From an optimization exercise on the open Yosys and OpenROAD flow, aimed at small area and a short achievable clock period; shortcuts taken in it are not production practice.
The RTL was checked by simulation tests, not by an equivalence proof against the original design.
Power is estimated from default activity; no workload was simulated.

==> flow/design.v (excerpt) <==
module VKSA_256_top (in_clk, in_A, in_B, in_CI, out_S, out_CO);
==> flow/config.mk <==
export PLATFORM = sky130hd
export DESIGN_NAME = VKSA_256_top
export DESIGN_NICKNAME = VKSA_256_top
export VERILOG_FILES = /design/flow/design.v
export SDC_FILE = /design/flow/constraint.sdc
export NUM_CORES = 4
export LEC_CHECK = 0
export CAP_MARGIN = 20
export CORE_AREA = 17 17 227 227
export CTS_CLUSTER_DIAMETER = 120
export CTS_CLUSTER_SIZE = 24
export DIE_AREA = 0 0 244 244
export PLACE_DENSITY = 0.5
export SETUP_SLACK_MARGIN = 3.25
export SLEW_MARGIN = 20
export SYNTH_HIERARCHICAL = 1
export TNS_END_PERCENT = 10
==> flow/constraint.sdc <==
create_clock -name core_clock -period 5.5 [get_ports {in_clk}]
set_input_delay 1.1000 -clock core_clock [delete_from_list [all_inputs] [get_ports {in_clk}]]
set_output_delay 1.1000 -clock core_clock [all_outputs]
set_load 0.01 [all_outputs]
standard.sh (not shown) runs the stock make flow with config.mk's settings and CLKGATE_MAP_FILE= SYNTH_SCRIPT=/design/flow/synth_recipe.tcl, a recipe that flattens the netlist after the stock synthesis.
==> flow/flow/run.sh <==
#!/bin/bash
# Standard synthesis and layout, with plain minimum-size buffers on the ports
# (buffer_ports would otherwise pick clkdlybuf4s50_1, a slow delay cell), and
# with every gate reset to its smallest drive strength after global placement
# (flow/downsize.tcl), so that timing repair upsizes only what it needs.
set -euo pipefail
bash standard.sh synth > synth.log 2>&1
bash standard.sh "BUFFER_PORTS_ARGS=-buffer_cell sky130_fd_sc_hd__buf_1" \
  "POST_GLOBAL_PLACE_TCL=$PWD/flow/downsize.tcl" finish > layout.log 2>&1
==> flow/flow/downsize.tcl <==
# Start timing repair from minimum-size gates: every combinational cell that
# synthesis mapped to a larger drive strength is swapped for the smallest cell
# of the same function (same name but for the drive-strength suffix). The
# resizer then upsizes only the gates that timing needs.
set n 0
set saved 0.0
foreach inst [get_cells *] {
  set lc [get_lib_cells -of_objects $inst]
  if {$lc eq "" || $lc eq "NULL"} { continue }
  set name [get_name $lc]
  if {![regexp {^(sky130_fd_sc_hd__[a-z0-9]+)_([0-9]+)$} $name -> base drive]} { continue }
  if {[string match "*df*" $base] || [string match "*clk*" $base] || [string match "*tap*" $base]} { continue }
  set best $name
  set best_area [get_property $lc area]
  foreach cand [get_lib_cells ${base}_*] {
    set cname [get_name $cand]
    if {![regexp "^${base}_\[0-9\]+\$" $cname]} { continue }
    if {[get_property $cand dont_use]} { continue }
    set a [get_property $cand area]
    if {$a < $best_area} { set best $cname; set best_area $a }
  }
  if {$best ne $name} {
    set saved [expr {$saved + [get_property $lc area] - $best_area}]
    replace_cell $inst [get_lib_cells $best]
    incr n
  }
}
puts "downsize.tcl: downsized $n cells, [format %.1f $saved] um2"
The first run finished with timing, DRC and antenna clean.
Then changed:
Settings changed: SETUP_SLACK_MARGIN 3.25 to 3.3, TNS_END_PERCENT 10 to 5.
Effect: Worst setup slack gains 0.036 ns; via count increases by about 0.8%; routed wire length barely changes; synthesized cell count does not change; global-route usage is about the same; final cell count increases by 0.42%; fmax increases by about 1.6%; clock skew is about the same.
Then changed:
==> flow/flow/run.sh (replaced) <==
#!/bin/bash
# Standard synthesis and layout, with:
# - plain buffers on the ports (buffer_ports would otherwise pick
#   clkdlybuf4s50_1, a slow delay cell): minimum size on the inputs, and
#   OUT_BUF_CELL on the outputs, which drive the output load;
# - every gate reset to its smallest drive strength after global placement
#   (flow/downsize.tcl), so that timing repair upsizes only what it needs.
set -euo pipefail
bash standard.sh synth > synth.log 2>&1
bash standard.sh "BUFFER_PORTS_ARGS=-buffer_cell sky130_fd_sc_hd__buf_1" \
  "POST_GLOBAL_PLACE_TCL=$PWD/flow/downsize.tcl" \
  "OUT_BUF_CELL=${OUT_BUF_CELL:-sky130_fd_sc_hd__buf_2}" finish > layout.log 2>&1
--- a/flow/flow/downsize.tcl
+++ b/flow/flow/downsize.tcl
@@ -28 +28,19 @@
 puts "downsize.tcl: downsized $n cells, [format %.1f $saved] um2"
+# The output-port buffers drive the output load and the wire to the pin: give
+# them the cell named in OUT_BUF_CELL.
+if {[info exists ::env(OUT_BUF_CELL)]} {
+  set n 0
+  foreach bterm [[ord::get_db_block] getBTerms] {
+    if {[$bterm getIoType] ne "OUTPUT"} { continue }
+    foreach iterm [[$bterm getNet] getITerms] {
+      if {[$iterm isOutputSignal]} {
+        set inst [$iterm getInst]
+        if {[string match "*buf*" [[$inst getMaster] getName]]} {
+          replace_cell [get_cells [$inst getName]] [get_lib_cells $::env(OUT_BUF_CELL)]
+          incr n
+        }
+      }
+    }
+  }
+  puts "downsize.tcl: set $n output buffers to $::env(OUT_BUF_CELL)"
+}
Settings changed: SETUP_SLACK_MARGIN 3.3 to 3.2.
What happened: The changed run ran to the end with no violations. Die area stays the same. Synthesized cell count stays the same. Combinational power stays flat.
Then changed:
==> flow/flow/run.sh (replaced) <==
#!/bin/bash
# Standard synthesis and layout, with plain minimum-size buffers on the ports
# (buffer_ports would otherwise pick clkdlybuf4s50_1, a slow delay cell), and
# with every gate reset to its smallest drive strength after global placement
# (flow/downsize.tcl), so that timing repair upsizes only what it needs.
set -euo pipefail
bash standard.sh synth > synth.log 2>&1
bash standard.sh "BUFFER_PORTS_ARGS=-buffer_cell sky130_fd_sc_hd__buf_1" \
  "POST_GLOBAL_PLACE_TCL=$PWD/flow/downsize.tcl" finish > layout.log 2>&1
--- a/flow/flow/downsize.tcl
+++ b/flow/flow/downsize.tcl
@@ -28,19 +28 @@
 puts "downsize.tcl: downsized $n cells, [format %.1f $saved] um2"
-# The output-port buffers drive the output load and the wire to the pin: give
-# them the cell named in OUT_BUF_CELL.
-if {[info exists ::env(OUT_BUF_CELL)]} {
-  set n 0
-  foreach bterm [[ord::get_db_block] getBTerms] {
-    if {[$bterm getIoType] ne "OUTPUT"} { continue }
-    foreach iterm [[$bterm getNet] getITerms] {
-      if {[$iterm isOutputSignal]} {
-        set inst [$iterm getInst]
-        if {[string match "*buf*" [[$inst getMaster] getName]]} {
-          replace_cell [get_cells [$inst getName]] [get_lib_cells $::env(OUT_BUF_CELL)]
-          incr n
-        }
-      }
-    }
-  }
-  puts "downsize.tcl: set $n output buffers to $::env(OUT_BUF_CELL)"
-}
Settings changed: PLACE_DENSITY 0.5 to 0.4, SETUP_SLACK_MARGIN 3.2 to 3.25.
Sequential cell count does not change.
Total power falls by 0.65%.
Die area does not change.
Fmax is higher by 2.4%.
Worst hold slack hardly moves.
Core utilization climbs by 0.12 points.
Combinational power shrinks by about 4%.


Starting RTL as in the previous note.
clock: 5.5 ns
lec_check: 0
cap_margin: 20
core_area: 17 17 227 227
cts_cluster_diameter: 120
cts_cluster_size: 24
die_area: 0 0 244 244
setup_slack_margin: 3.25
slew_margin: 20
synth_hierarchical: 1
tns_end_percent: 5
==> flow/flow/run.sh <==
#!/bin/bash
# Standard synthesis and layout, with:
# - plain minimum-size buffers on the ports (buffer_ports would otherwise pick
#   clkdlybuf4s50_1, a slow delay cell);
# - the pins in bit order around the die (flow/pins.tcl);
# - every gate reset to its smallest drive strength after global placement
#   (flow/downsize.tcl), so that timing repair upsizes only what it needs.
set -euo pipefail
bash standard.sh synth > synth.log 2>&1
bash standard.sh "BUFFER_PORTS_ARGS=-buffer_cell sky130_fd_sc_hd__buf_1" \
  "PRE_IO_PLACEMENT_TCL=$PWD/flow/pins.tcl" \
  "POST_GLOBAL_PLACE_TCL=$PWD/flow/downsize.tcl" finish > layout.log 2>&1
==> flow/flow/downsize.tcl <==
# Start timing repair from minimum-size gates: every combinational cell that
# synthesis mapped to a larger drive strength is swapped for the smallest cell
# of the same function (same name but for the drive-strength suffix). The
# resizer then upsizes only the gates that timing needs.
set n 0
set saved 0.0
foreach inst [get_cells *] {
  set lc [get_lib_cells -of_objects $inst]
  if {$lc eq "" || $lc eq "NULL"} { continue }
  set name [get_name $lc]
  if {![regexp {^(sky130_fd_sc_hd__[a-z0-9]+)_([0-9]+)$} $name -> base drive]} { continue }
  if {[string match "*df*" $base] || [string match "*clk*" $base] || [string match "*tap*" $base]} { continue }
  set best $name
  set best_area [get_property $lc area]
  foreach cand [get_lib_cells ${base}_*] {
    set cname [get_name $cand]
    if {![regexp "^${base}_\[0-9\]+\$" $cname]} { continue }
    if {[get_property $cand dont_use]} { continue }
    set a [get_property $cand area]
    if {$a < $best_area} { set best $cname; set best_area $a }
  }
  if {$best ne $name} {
    set saved [expr {$saved + [get_property $lc area] - $best_area}]
    replace_cell $inst [get_lib_cells $best]
    incr n
  }
}
puts "downsize.tcl: downsized $n cells, [format %.1f $saved] um2"
==> flow/flow/pins.tcl <==
# Pin order: the adder's bit slices follow each other around the die, each
# bit's in_A, in_B and out_S pins side by side, so that the carry network runs
# around a ring of bit slices: bits 0-79 on the bottom edge, 80-127 on the
# right, 128-207 on the top and 208-255 on the left (the top and bottom edges
# have the finer pin pitch).
set edges {bottom right top left}
set bounds {0 80 128 208 256}
for {set q 0} {$q < 4} {incr q} {
  set names {}
  if {$q == 0} { lappend names in_CI }
  for {set i [lindex $bounds $q]} {$i < [lindex $bounds [expr {$q + 1}]]} {incr i} {
    lappend names "in_A\[$i\]" "in_B\[$i\]" "out_S\[$i\]"
  }
  if {$q == 3} { lappend names out_CO }
  if {$q >= 2} { set names [lreverse $names] }
  set_io_pin_constraint -pin_names $names -region [lindex $edges $q]:* -group -order
}
Then changed:
==> flow/flow/run.sh (replaced) <==
#!/bin/bash
# Standard synthesis and layout, with plain minimum-size buffers on the ports
# (buffer_ports would otherwise pick clkdlybuf4s50_1, a slow delay cell), and
# with every gate reset to its smallest drive strength after global placement
# (flow/downsize.tcl), so that timing repair upsizes only what it needs.
set -euo pipefail
bash standard.sh synth > synth.log 2>&1
bash standard.sh "BUFFER_PORTS_ARGS=-buffer_cell sky130_fd_sc_hd__buf_1" \
  "POST_GLOBAL_PLACE_TCL=$PWD/flow/downsize.tcl" finish > layout.log 2>&1
CTS_CLUSTER_DIAMETER = 100   (was 120)
CTS_CLUSTER_SIZE = 20   (was 24)
PLACE_DENSITY = 0.5   (was not set)
SETUP_SLACK_MARGIN = 3.2   (was 3.25)
removed: flow/flow/pins.tcl
After rerunning:
- The new run finished with timing, DRC and antenna clean
- clock skew fell by 0.010 ns
- final cell count stays flat
- cell area went down slightly
- core utilization is lower by 0.78 points
- critical path depth rose by 12
- wire length is about the same
- area after synthesis stays the same
- power rose slightly
- first-iteration DRC count falls by a little under a tenth
- die area stays the same
- combinational power went down by a few percent
Then changed:
==> flow/flow/run.sh (replaced) <==
#!/bin/bash
# Standard synthesis and layout, but with plain buffers on the ports
# (buffer_ports would otherwise pick clkdlybuf4s50_1, a slow delay cell).
set -euo pipefail
bash standard.sh synth > synth.log 2>&1
bash standard.sh "BUFFER_PORTS_ARGS=-buffer_cell ${PORT_BUF:-sky130_fd_sc_hd__buf_1}" finish > layout.log 2>&1
CTS_CLUSTER_DIAMETER = 120   (was 100)
CTS_CLUSTER_SIZE = 24   (was 20)
PLACE_DENSITY = not set   (was 0.5)
SETUP_SLACK_MARGIN = 3.25   (was 3.2)
removed: flow/flow/downsize.tcl
Final area grows by a few percent. Synthesized area does not change. Worst hold slack gets better by 0.0051 ns. Global-route usage grows by 0.68 points. Maximum frequency shrinks slightly. Power shrinks slightly.
Then changed:
==> flow/flow/run.sh (replaced) <==
#!/bin/bash
# Standard synthesis and layout, with plain minimum-size buffers on the ports
# (buffer_ports would otherwise pick clkdlybuf4s50_1, a slow delay cell), and
# with every gate reset to its smallest drive strength after global placement
# (flow/downsize.tcl), so that timing repair upsizes only what it needs.
set -euo pipefail
bash standard.sh synth > synth.log 2>&1
bash standard.sh "BUFFER_PORTS_ARGS=-buffer_cell sky130_fd_sc_hd__buf_1" \
  "POST_GLOBAL_PLACE_TCL=$PWD/flow/downsize.tcl" finish > layout.log 2>&1
==> flow/flow/downsize.tcl (new file) <==
# Start timing repair from minimum-size gates: every combinational cell that
# synthesis mapped to a larger drive strength is swapped for the smallest cell
# of the same function (same name but for the drive-strength suffix). The
# resizer then upsizes only the gates that timing needs.
set n 0
set saved 0.0
foreach inst [get_cells *] {
  set lc [get_lib_cells -of_objects $inst]
  if {$lc eq "" || $lc eq "NULL"} { continue }
  set name [get_name $lc]
  if {![regexp {^(sky130_fd_sc_hd__[a-z0-9]+)_([0-9]+)$} $name -> base drive]} { continue }
  if {[string match "*df*" $base] || [string match "*clk*" $base] || [string match "*tap*" $base]} { continue }
  set best $name
  set best_area [get_property $lc area]
  foreach cand [get_lib_cells ${base}_*] {
    set cname [get_name $cand]
    if {![regexp "^${base}_\[0-9\]+\$" $cname]} { continue }
    if {[get_property $cand dont_use]} { continue }
    set a [get_property $cand area]
    if {$a < $best_area} { set best $cname; set best_area $a }
  }
  if {$best ne $name} {
    set saved [expr {$saved + [get_property $lc area] - $best_area}]
    replace_cell $inst [get_lib_cells $best]
    incr n
  }
}
puts "downsize.tcl: downsized $n cells, [format %.1f $saved] um2"
CELL_PAD_IN_SITES_DETAIL_PLACEMENT = 1   (was not set)
CELL_PAD_IN_SITES_GLOBAL_PLACEMENT = 1   (was not set)
PLACE_DENSITY = 0.5   (was not set)
SETUP_SLACK_MARGIN = 3.2   (was 3.25)
Result:
- The new run ran to the end with no violations
- total power is higher slightly
- wire length is higher by roughly a tenth
- worst hold slack gets better by 0.017 ns
- worst setup slack gets worse by 0.016 ns
- cell count hardly moves


Setup of yarrow:
Another version of the RTL of VKSA_256_top (not shown whole).
Size: roughly 580 flip-flops, ~770 I/O pins, about 0.022 mm^2 of cells after synthesis.
## VKSA_256_top
module VKSA_256_top (in_clk, in_A, in_B, in_CI, out_S, out_CO);
  input in_clk;
  input [255:0] in_A, in_B;
  input in_CI;
  output reg [255:0] out_S;
  output reg out_CO;
  wire [255:0] w_bs;
  wire [64:0] w_bg;
  reg [255:0] r_bs;
  reg [64:0] r_bg;
  wire [255:0] w_S;
  wire w_CO;
  VKSA_blocks U0 (.in_A(in_A), .in_B(in_B), .in_CI(in_CI), .out_BS(w_bs), .out_BG(w_bg));
  always @(posedge in_clk) begin
    r_bs <= w_bs;
    r_bg <= w_bg;
    out_S <= w_S;
    out_CO <= w_CO;
  end
  VKSA_256 U1 (.in_BS(r_bs), .in_BG(r_bg), .out_S(w_S), .out_CO(w_CO));
endmodule
clock: 5.5 ns
lec_check: 0
cap_margin: 20
core_area: 17 17 227 227
cts_cluster_diameter: 120
cts_cluster_size: 24
die_area: 0 0 244 244
setup_slack_margin: 3.25
slew_margin: 20
synth_hierarchical: 1
tns_end_percent: 5
==> flow/flow/run.sh <==
#!/bin/bash
# Standard synthesis and layout, but with plain buffers on the ports
# (buffer_ports would otherwise pick clkdlybuf4s50_1, a slow delay cell).
set -euo pipefail
bash standard.sh synth > synth.log 2>&1
bash standard.sh "BUFFER_PORTS_ARGS=-buffer_cell ${PORT_BUF:-sky130_fd_sc_hd__buf_1}" finish > layout.log 2>&1
Every stage of the flow completed for yarrow, and the final layout passed the timing, design-rule and antenna checks.
--- input diff yarrow..pepper ---
==> flow/flow/run.sh <==
#!/bin/bash
# Standard synthesis and layout, with plain buffers on the ports (buffer_ports
# would otherwise pick clkdlybuf4s50_1, a slow delay cell): minimum-size
# buffers on the inputs, and larger ones on the outputs, which drive the
# output load.
set -euo pipefail
bash standard.sh synth > synth.log 2>&1
bash standard.sh "BUFFER_PORTS_ARGS=-buffer_cell sky130_fd_sc_hd__buf_1" \
  "POST_GLOBAL_PLACE_TCL=$PWD/flow/outbuf.tcl" \
  "OUT_BUF_CELL=${OUT_BUF_CELL:-sky130_fd_sc_hd__buf_2}" finish > layout.log 2>&1
==> flow/flow/outbuf.tcl (new file) <==
# Upsize the output-port buffers that buffer_ports inserted (all outputs get
# the cell named in OUT_BUF_CELL); the input-port buffers stay minimum size.
set block [ord::get_db_block]
set n 0
foreach bterm [$block getBTerms] {
  if {[$bterm getIoType] ne "OUTPUT"} { continue }
  set net [$bterm getNet]
  foreach iterm [$net getITerms] {
    if {[$iterm isOutputSignal]} {
      set inst [$iterm getInst]
      if {[string match "*buf*" [[$inst getMaster] getName]]} {
        replace_cell $inst $::env(OUT_BUF_CELL)
        incr n
      }
    }
  }
}
puts "outbuf.tcl: resized $n output buffers to $::env(OUT_BUF_CELL)"
Results
- Number of flops mapped to enable cells by yosys came out exactly the same in pepper and yarrow.
- From pepper to yarrow, share of the synthesized area in compound gates (AO/OA/AOI/OAI) did not move at all.
- Reported for pepper and yarrow, fraction of registers with async set or reset after synthesis turned out identical to the last digit.
- Any difference in synthesized-area fraction occupied by and/or/nand/nor cells between yarrow and pepper is small enough to ignore.
- Comparing yarrow against pepper, there is no change at all in post-synthesis instance total.
- Count of boundary I/O pins essentially unchanged between pepper and yarrow.
- Re fraction of synthesized cell area in xor and xnor cells: no difference whatsoever between pepper and yarrow.
- As far as placement row count goes, yarrow and pepper are indistinguishable; the numbers are identical.
- pepper is listed as incomplete: the tool reported an error in global placement (3_3_place_gp) and the run ended there.
- Comparing pepper against yarrow, there is no change at all in height of the die.
- [compare] base=yarrow new=pepper: post-synthesis net count essentially unchanged, synthesized area roughly the same.
Input changes introduced in indigo (baseline for comparison: pepper):
- an added CORE_UTILIZATION of 40
- a deleted DIE_AREA that had been 0 0 244 244
- a change of CTS_CLUSTER_SIZE from 24 to 30
- a change of CTS_CLUSTER_DIAMETER from 120 to 150
- a deleted CORE_AREA that had been 17 17 227 227
- an added CORE_MARGIN of 2
==> flow/flow/run.sh <==
#!/bin/bash
# Standard synthesis and layout, but with plain buffers on the ports
# (buffer_ports would otherwise pick clkdlybuf4s50_1, a slow delay cell).
set -euo pipefail
bash standard.sh synth > synth.log 2>&1
bash standard.sh "BUFFER_PORTS_ARGS=-buffer_cell ${PORT_BUF:-sky130_fd_sc_hd__buf_1}" finish > layout.log 2>&1
removed: flow/flow/outbuf.tcl
[summary]
indigo ran to completion and came out clean on the timing, design-rule and antenna checks. As far as synthesized cell count goes, indigo and pepper are indistinguishable; the numbers are identical. As far as synthesized area divided by synthesized cell count goes, pepper and indigo are indistinguishable; the numbers are identical. indigo -> pepper: register bit total from synthesis flat. Share of synthesized registers carrying an async set or reset: pepper vs indigo — no meaningful difference. Going from pepper to indigo, post-synthesis share of cell area spent on and, or, nand and nor gates essentially unchanged, count of buffers inserted at the top-level ports shows no meaningful change, horizontal extent of the die saw a decrease, vertical die dimension now sits lower.
diff inputs: indigo => quartz
- CTS_CLUSTER_DIAMETER: 150 -> unset
- CTS_CLUSTER_SIZE: 30 -> unset
Notes after the runs:
Going from indigo to quartz, final cell count without fillers increased 84; async set or reset register ratio after synthesis flat; number of H-tree branching levels now sits higher; growth of design area from synthesis to finish moved up; final clock period utilization by the worst path shrank by 0.36 points. Of quartz and indigo, the run reporting the lower count of filler cells inserted in the layout was quartz. Going from indigo to quartz, minimum clock period went down; number of gates given a new drive strength after cts -about 10%; global-route usage rose 0.40 points; sequential share of layout area shrank by 2.0 points. quartz ends up with a clock group power that is about 100% higher than in indigo.

==> afterwards: timing with drivers on the ports <==
Ports are ideal in the flow. The routed layouts listed here were re-timed in OpenROAD. Step 1 (the two cells are an assumption about what drives the block):
set clk [get_ports {in_clk}]
set_driving_cell -lib_cell sky130_fd_sc_hd__clkbuf_16 $clk
set_driving_cell -lib_cell sky130_fd_sc_hd__buf_2 [delete_from_list [all_inputs] $clk]
Step 2, shift: input delay + t, output delay - t, t = (earliest + latest rising clock arrival at the registers) / 2. This alone moves slack from input paths to output paths. Three values: ideal ports, drivers, drivers and shift; two values: the first two.
run | t (ns) | slack for setup (ns) | worst slew at a driven data input, ns
the first run of note 1 | 0.633 | 3.168 / 3.131 / 2.568 | 0.11
the second run of note 1 | 0.635 | 3.204 / 3.149 / 2.588 | 0.11
the third run of note 1 | 0.631 | 3.136 / 3.136 / 2.622 | 0.12
the fourth run of note 1 | 0.627 | 3.191 / 3.131 / 2.624 | 0.11
the first run of note 2 | 0.637 | 3.132 / 3.072 / 2.584 | 0.07
the second run of note 2 | 0.597 | 3.170 / 3.139 / 2.608 | 0.11
the third run of note 2 | 0.641 | 3.156 / 3.113 / 2.600 | 0.11
the fourth run of note 2 | 0.649 | 3.140 / 3.082 / 2.591 | 0.13
yarrow | 0.632 | 3.169 / 3.120 / 2.847 | 0.12
indigo | 0.637 | 3.103 / 3.103 / 2.828 | 0.13
quartz | 0.651 | 3.123 / 3.123 / 2.812 | 0.13
After both steps every run listed still meets setup and hold. For the second run of note 1, which loses most, drivers alone change the setup slack by -0.055 ns; drivers and shift together by -0.616 ns.
